Context: an optimization exercise on an open-source flow, tuned for small area, a short achievable clock period and few clock cycles per item. The choices shown serve that exercise and are no tape-out recipe.
In this exercise RTL edits were held to simulation tests only and were not proved equivalent to the original.

==> flow/design.v (excerpt) <==
module configurable_dnn_accelerator (
    input clk,
    input rst_n,
    input start,
    input load_params,
    input [7:0] param_data,
    input [3:0] param_addr,       
    input param_valid,
    input [7:0] input_data_0,
    input [7:0] input_data_1,
    input [7:0] input_data_2,
    input [7:0] input_data_3,
    output [15:0] output_data_0,
    output [15:0] output_data_1,
    output reg done,
    output reg valid,
    output reg params_loaded
);
For scale: about 3,200 cells after synthesis, ~84 I/O pins, roughly 39,000 um2 of cells after synthesis.
Settings: LEC_CHECK=0, ABC_CLOCK_PERIOD_IN_PS=6000, CAP_MARGIN=0, CORE_MARGIN=2, CORE_UTILIZATION=40, SETUP_SLACK_MARGIN=1.5, SLEW_MARGIN=0, SYNTH_HIERARCHICAL=1; clock period 9.0 ns.
standard.sh (not shown) runs the stock make flow with config.mk's settings and CLKGATE_MAP_FILE= SYNTH_SCRIPT=/design/flow/synth_recipe.tcl, a recipe that flattens the netlist after the stock synthesis.
==> flow/flow/run.sh <==
#!/bin/bash
# Layout: the standard flow (standard.sh, unchanged synthesis, floorplan,
# power grid, placement, CTS and routing), with one change: the port buffers
# that global placement inserts are sky130_fd_sc_hd__buf_4 cells.  Left to
# itself buffer_ports picks clkdlybuf4s50_1, a delay cell, and the timing
# repair (footprint-matched on sky130hd) cannot swap it for a faster buffer.
# Every input and output port still gets its buffer.
set -euo pipefail
export BUFFER_PORTS_ARGS="-buffer_cell sky130_fd_sc_hd__buf_4"
bash standard.sh > standard.log 2>&1
Testbench counts at the start, summed over its fixed seeds: cycles 1,016, inferences 512.
Rerun with:
==> flow/flow/run.sh (replaced) <==
#!/bin/bash
# Layout: the standard flow (standard.sh, unchanged synthesis, floorplan,
# power grid, placement, CTS and routing), with one change: the port buffers
# that global placement inserts are sky130_fd_sc_hd__buf_2 cells.  Left to
# itself buffer_ports picks clkdlybuf4s50_1, a delay cell, and the timing
# repair (footprint-matched on sky130hd) cannot swap it for a faster buffer.
# Every input and output port still gets its buffer.
set -euo pipefail
export BUFFER_PORTS_ARGS="-buffer_cell sky130_fd_sc_hd__buf_2"
bash standard.sh > standard.log 2>&1
CAP_MARGIN = 20   (was 0)
SETUP_SLACK_MARGIN = 1.0   (was 1.5)
SLEW_MARGIN = 20   (was 0)
=> The new run completed with no timing, DRC or antenna violations. Design area stays flat. Synthesized cell count stays the same. Sequential cell count stays the same. Routed wire length came out lower by 0.47%.
Rerun with:
==> flow/flow/run.sh (replaced) <==
#!/bin/bash
# Layout: the standard flow (standard.sh, unchanged synthesis, floorplan,
# power grid, placement, CTS and routing), with one change: the port buffers
# that global placement inserts are sky130_fd_sc_hd__buf_4 cells.  Left to
# itself buffer_ports picks clkdlybuf4s50_1, a delay cell, and the timing
# repair (footprint-matched on sky130hd) cannot swap it for a faster buffer.
# Every input and output port still gets its buffer.
set -euo pipefail
export BUFFER_PORTS_ARGS="-buffer_cell sky130_fd_sc_hd__buf_4"
bash standard.sh > standard.log 2>&1
Result:
- The new run completed with no timing, DRC or antenna violations
- hold slack barely changes
- via count barely changes
- final area barely changes
- routed wire length is about the same
Rerun with:
==> flow/run.sh (new file) <==
#!/bin/bash
# synth_recipe.tcl (not shown) runs the flow's synth.tcl, then flattens the netlist and writes it again
# the make line also repeats each setting of config.mk as NAME=value (left out here)
make -C /OpenROAD-flow-scripts/flow DESIGN_CONFIG=/design/flow/config.mk WORK_HOME=/design/flow/orfs CLKGATE_MAP_FILE= SYNTH_SCRIPT=/design/flow/synth_recipe.tcl finish
ABC_CLOCK_PERIOD_IN_PS = 5000   (was 6000)
SETUP_SLACK_MARGIN = 2.0   (was 1.0)
removed: flow/flow/run.sh
removed: flow/standard.sh
What happened:
- hold slack got worse by 29 ps
- synthesized area is unchanged
- die area does not change

---

## build 86
Starting RTL as in the previous note.
Settings: LEC_CHECK=0, ABC_CLOCK_PERIOD_IN_PS=6000, CAP_MARGIN=20, CORE_MARGIN=2, CORE_UTILIZATION=40, SETUP_SLACK_MARGIN=1.5, SLEW_MARGIN=20, SYNTH_HIERARCHICAL=1; clock period 9.0 ns.
==> flow/flow/run.sh <==
#!/bin/bash
# Layout: the standard flow (standard.sh, unchanged synthesis, floorplan,
# power grid, placement, CTS and routing), with one change: the port buffers
# that global placement inserts are sky130_fd_sc_hd__buf_4 cells.  Left to
# itself buffer_ports picks clkdlybuf4s50_1, a delay cell, and the timing
# repair (footprint-matched on sky130hd) cannot swap it for a faster buffer.
# Every input and output port still gets its buffer.
set -euo pipefail
export BUFFER_PORTS_ARGS="-buffer_cell sky130_fd_sc_hd__buf_4"
bash standard.sh > standard.log 2>&1
Build 86: done, clean on timing, DRC and antenna
Testbench counts of build 86, summed over its fixed seeds: cycles 1,016, inferences 512.
diff inputs: build 86 => build 28
# build 86
export LEC_CHECK = 0
export ABC_CLOCK_PERIOD_IN_PS = 6000
export CAP_MARGIN = 20
export CORE_MARGIN = 2
export CORE_UTILIZATION = 40
export SETUP_SLACK_MARGIN = 1.5
export SLEW_MARGIN = 20
export SYNTH_HIERARCHICAL = 1
create_clock -name core_clock -period 9.0 [get_ports {clk}]
# build 28
export LEC_CHECK = 0
export ABC_CLOCK_PERIOD_IN_PS = 6000
export CAP_MARGIN = 20
export CORE_MARGIN = 2
export CORE_UTILIZATION = 40
export SETUP_SLACK_MARGIN = 1.0
export SLEW_MARGIN = 20
export SYNTH_HIERARCHICAL = 1
create_clock -name core_clock -period 9.0 [get_ports {clk}]
==> flow/run.sh (new file) <==
#!/bin/bash
# synth_recipe.tcl (not shown) runs the flow's synth.tcl, then flattens the netlist and writes it again
# the make line also repeats each setting of config.mk as NAME=value (left out here)
make -C /OpenROAD-flow-scripts/flow DESIGN_CONFIG=/design/flow/config.mk WORK_HOME=/design/flow/orfs CLKGATE_MAP_FILE= SYNTH_SCRIPT=/design/flow/synth_recipe.tcl finish
removed: flow/flow/run.sh
removed: flow/standard.sh
[summary]
- [compare] base=build 86 new=build 28: number of violations reported at the end of detailed-routing iteration 0 +about 5%; routed via count ~0 delta; number of ordinary and repair buffers in the finished layout +about 13%.
- Of build 86 and build 28, build 28 shows the lower top fanout value on the critical path, with build 86 above it.
- On wire length the detailed router placed on met1, the higher figure sits with build 86, not build 28.
- In the reports for build 86 and build 28, the smaller ratio of final minimum period to clock period belongs to build 86.
- Total of endpoints with negative setup slack in the final report: build 86 vs build 28 identical
- Detailed placement HPWL went up by a few percent going from build 86 to build 28.
For build 30, these inputs were changed with respect to build 28:
# build 28
export LEC_CHECK = 0
export ABC_CLOCK_PERIOD_IN_PS = 6000
export CAP_MARGIN = 20
export CORE_MARGIN = 2
export CORE_UTILIZATION = 40
export SETUP_SLACK_MARGIN = 1.0
export SLEW_MARGIN = 20
export SYNTH_HIERARCHICAL = 1
create_clock -name core_clock -period 9.0 [get_ports {clk}]
# build 30
export LEC_CHECK = 0
export ABC_CLOCK_PERIOD_IN_PS = 6000
export CAP_MARGIN = 20
export CORE_MARGIN = 2
export CORE_UTILIZATION = 40
export CTS_CLUSTER_DIAMETER = 80
export CTS_CLUSTER_SIZE = 30
export SETUP_SLACK_MARGIN = 1.0
export SLEW_MARGIN = 20
export SYNTH_HIERARCHICAL = 1
create_clock -name core_clock -period 9.0 [get_ports {clk}]
==> flow/flow/run.sh (new file) <==
#!/bin/bash
# Layout: the standard flow (standard.sh, unchanged synthesis, floorplan,
# power grid, placement, CTS and routing), with one change: the port buffers
# that global placement inserts are sky130_fd_sc_hd__buf_4 cells.  Left to
# itself buffer_ports picks clkdlybuf4s50_1, a delay cell, and the timing
# repair (footprint-matched on sky130hd) cannot swap it for a faster buffer.
# Every input and output port still gets its buffer.
set -euo pipefail
export BUFFER_PORTS_ARGS="-buffer_cell sky130_fd_sc_hd__buf_4"
bash standard.sh > standard.log 2>&1
==> flow/standard.sh (new file) <==
#!/bin/bash
# synth_recipe.tcl (not shown) runs the flow's synth.tcl, then flattens the netlist and writes it again
# the make line also repeats each setting of config.mk as NAME=value (left out here)
make -C /OpenROAD-flow-scripts/flow DESIGN_CONFIG=/design/flow/config.mk WORK_HOME=/design/flow/orfs CLKGATE_MAP_FILE= SYNTH_SCRIPT=/design/flow/synth_recipe.tcl "${@:-finish}"
removed: flow/run.sh
### Flow results
Sort build 30 and build 28 by fraction of area in multi-input gates, ascending, and build 28 comes first.
Routed wire length ends up higher on build 28.
The inputs of build 6 differ from those of build 30 as listed below.
# build 30
export LEC_CHECK = 0
export ABC_CLOCK_PERIOD_IN_PS = 6000
export CAP_MARGIN = 20
export CORE_MARGIN = 2
export CORE_UTILIZATION = 40
export CTS_CLUSTER_DIAMETER = 80
export CTS_CLUSTER_SIZE = 30
export SETUP_SLACK_MARGIN = 1.0
export SLEW_MARGIN = 20
export SYNTH_HIERARCHICAL = 1
create_clock -name core_clock -period 9.0 [get_ports {clk}]
# build 6
export LEC_CHECK = 0
export ABC_CLOCK_PERIOD_IN_PS = 6000
export CAP_MARGIN = 20
export CORE_MARGIN = 2
export CORE_UTILIZATION = 40
export SETUP_SLACK_MARGIN = 0.5
export SLEW_MARGIN = 20
export SYNTH_HIERARCHICAL = 1
create_clock -name core_clock -period 9.0 [get_ports {clk}]
Results
Fraction of area in multi-input gates delta for build 6 relative to build 30: 0.56 points higher. Max freq build 30 -> build 6: degraded. Reported for build 6 and build 30, synthesized cell count turned out identical to the last digit. Changes observed in build 6 relative to build 30: worst hold slack now smaller, number of fill cells in the layout now larger, multi-input combinational cell area now smaller, portion of the layout cell area used by non-clock buffers now smaller. On fraction of met1 tracks used by global routing, build 6 and build 30 are basically level. Length of routed met2 wiring in build 6 vs build 30: down 680 um. Final instance area came out lower on build 6 than on build 30.
Edits applied to the flow inputs when going from build 6 to build 73:
# build 6
export LEC_CHECK = 0
export ABC_CLOCK_PERIOD_IN_PS = 6000
export CAP_MARGIN = 20
export CORE_MARGIN = 2
export CORE_UTILIZATION = 40
export SETUP_SLACK_MARGIN = 0.5
export SLEW_MARGIN = 20
export SYNTH_HIERARCHICAL = 1
create_clock -name core_clock -period 9.0 [get_ports {clk}]
# build 73
export LEC_CHECK = 0
export ABC_CLOCK_PERIOD_IN_PS = 6000
export CAP_MARGIN = 20
export CORE_MARGIN = 2
export CORE_UTILIZATION = 60
export PLACE_DENSITY = 0.75
export SETUP_SLACK_MARGIN = 1.5
export SLEW_MARGIN = 20
export SYNTH_HIERARCHICAL = 1
create_clock -name core_clock -period 9.0 [get_ports {clk}]
--- outcome ---
Sort build 73 and build 6 by net total in the final layout desc -> top: build 73
Per the comparison of build 73 with build 6, clock buffer count in the final layout increased by 1 relative to the old numbers; final worst slack up 0.37 ns; inserted tap cell count lost 421.
Of the two candidates, build 6 has the worse register-to-register slack and build 73 the better one.
Wire length on met3, build 73 and build 6: lower on build 6
Build 73 vs build 6: iteration count of the initial detailed-routing pass up in build 73
| detail-routed via count per cell | build 73 vs build 6 | 0.96 higher |
Hold slack in build 73 vs build 6: up 0.013 ns

[port drivers added, routing unchanged]
How much do the figures lean on ideal ports? The routed layouts below were timed once more, with nothing changed but the port constraints. Step 1 (the two cells are an assumption about what drives the block):
set clk [get_ports {clk}]
set_driving_cell -lib_cell sky130_fd_sc_hd__clkbuf_16 $clk
set_driving_cell -lib_cell sky130_fd_sc_hd__buf_2 [delete_from_list [all_inputs] $clk]
Step 2, shift: input delay + t, output delay - t, t = (earliest + latest rising clock arrival at the registers) / 2. This alone moves slack from input paths to output paths. Slacks: no drivers / after step 1 / after step 2; pairs: no drivers / after step 1.
| run | t (ns) | slack for setup (ns) | pins driven straight from the clock port |
|---|---|---|---|
| the first run of note 1 | 0.670 | 1.110 / 1.040 / 1.077 | 1 |
| the second run of note 1 | 0.667 | 1.009 / 0.943 / 0.830 | 1 |
| the third run of note 1 | 0.687 | 1.051 / 0.983 / 1.009 | 1 |
| the fourth run of note 1 | 0.694 | 0.955 / 0.889 / 1.355 | 1 |
| build 86 | 0.671 | 1.078 / 1.012 / 1.135 | 1 |
| build 28 | 0.665 | 0.846 / 0.784 / 0.597 | 1 |
| build 30 | 0.633 | 1.063 / 0.995 / 1.076 | 1 |
| build 6 | 0.681 | 0.666 / 0.602 / 1.006 | 1 |
| build 73 | 0.685 | 1.036 / 0.973 / 1.087 | 1 |
After both steps every run listed still meets setup and hold. The setup slack of build 28, which loses most, moves by -0.062 ns with the drivers and by -0.249 ns with both steps.
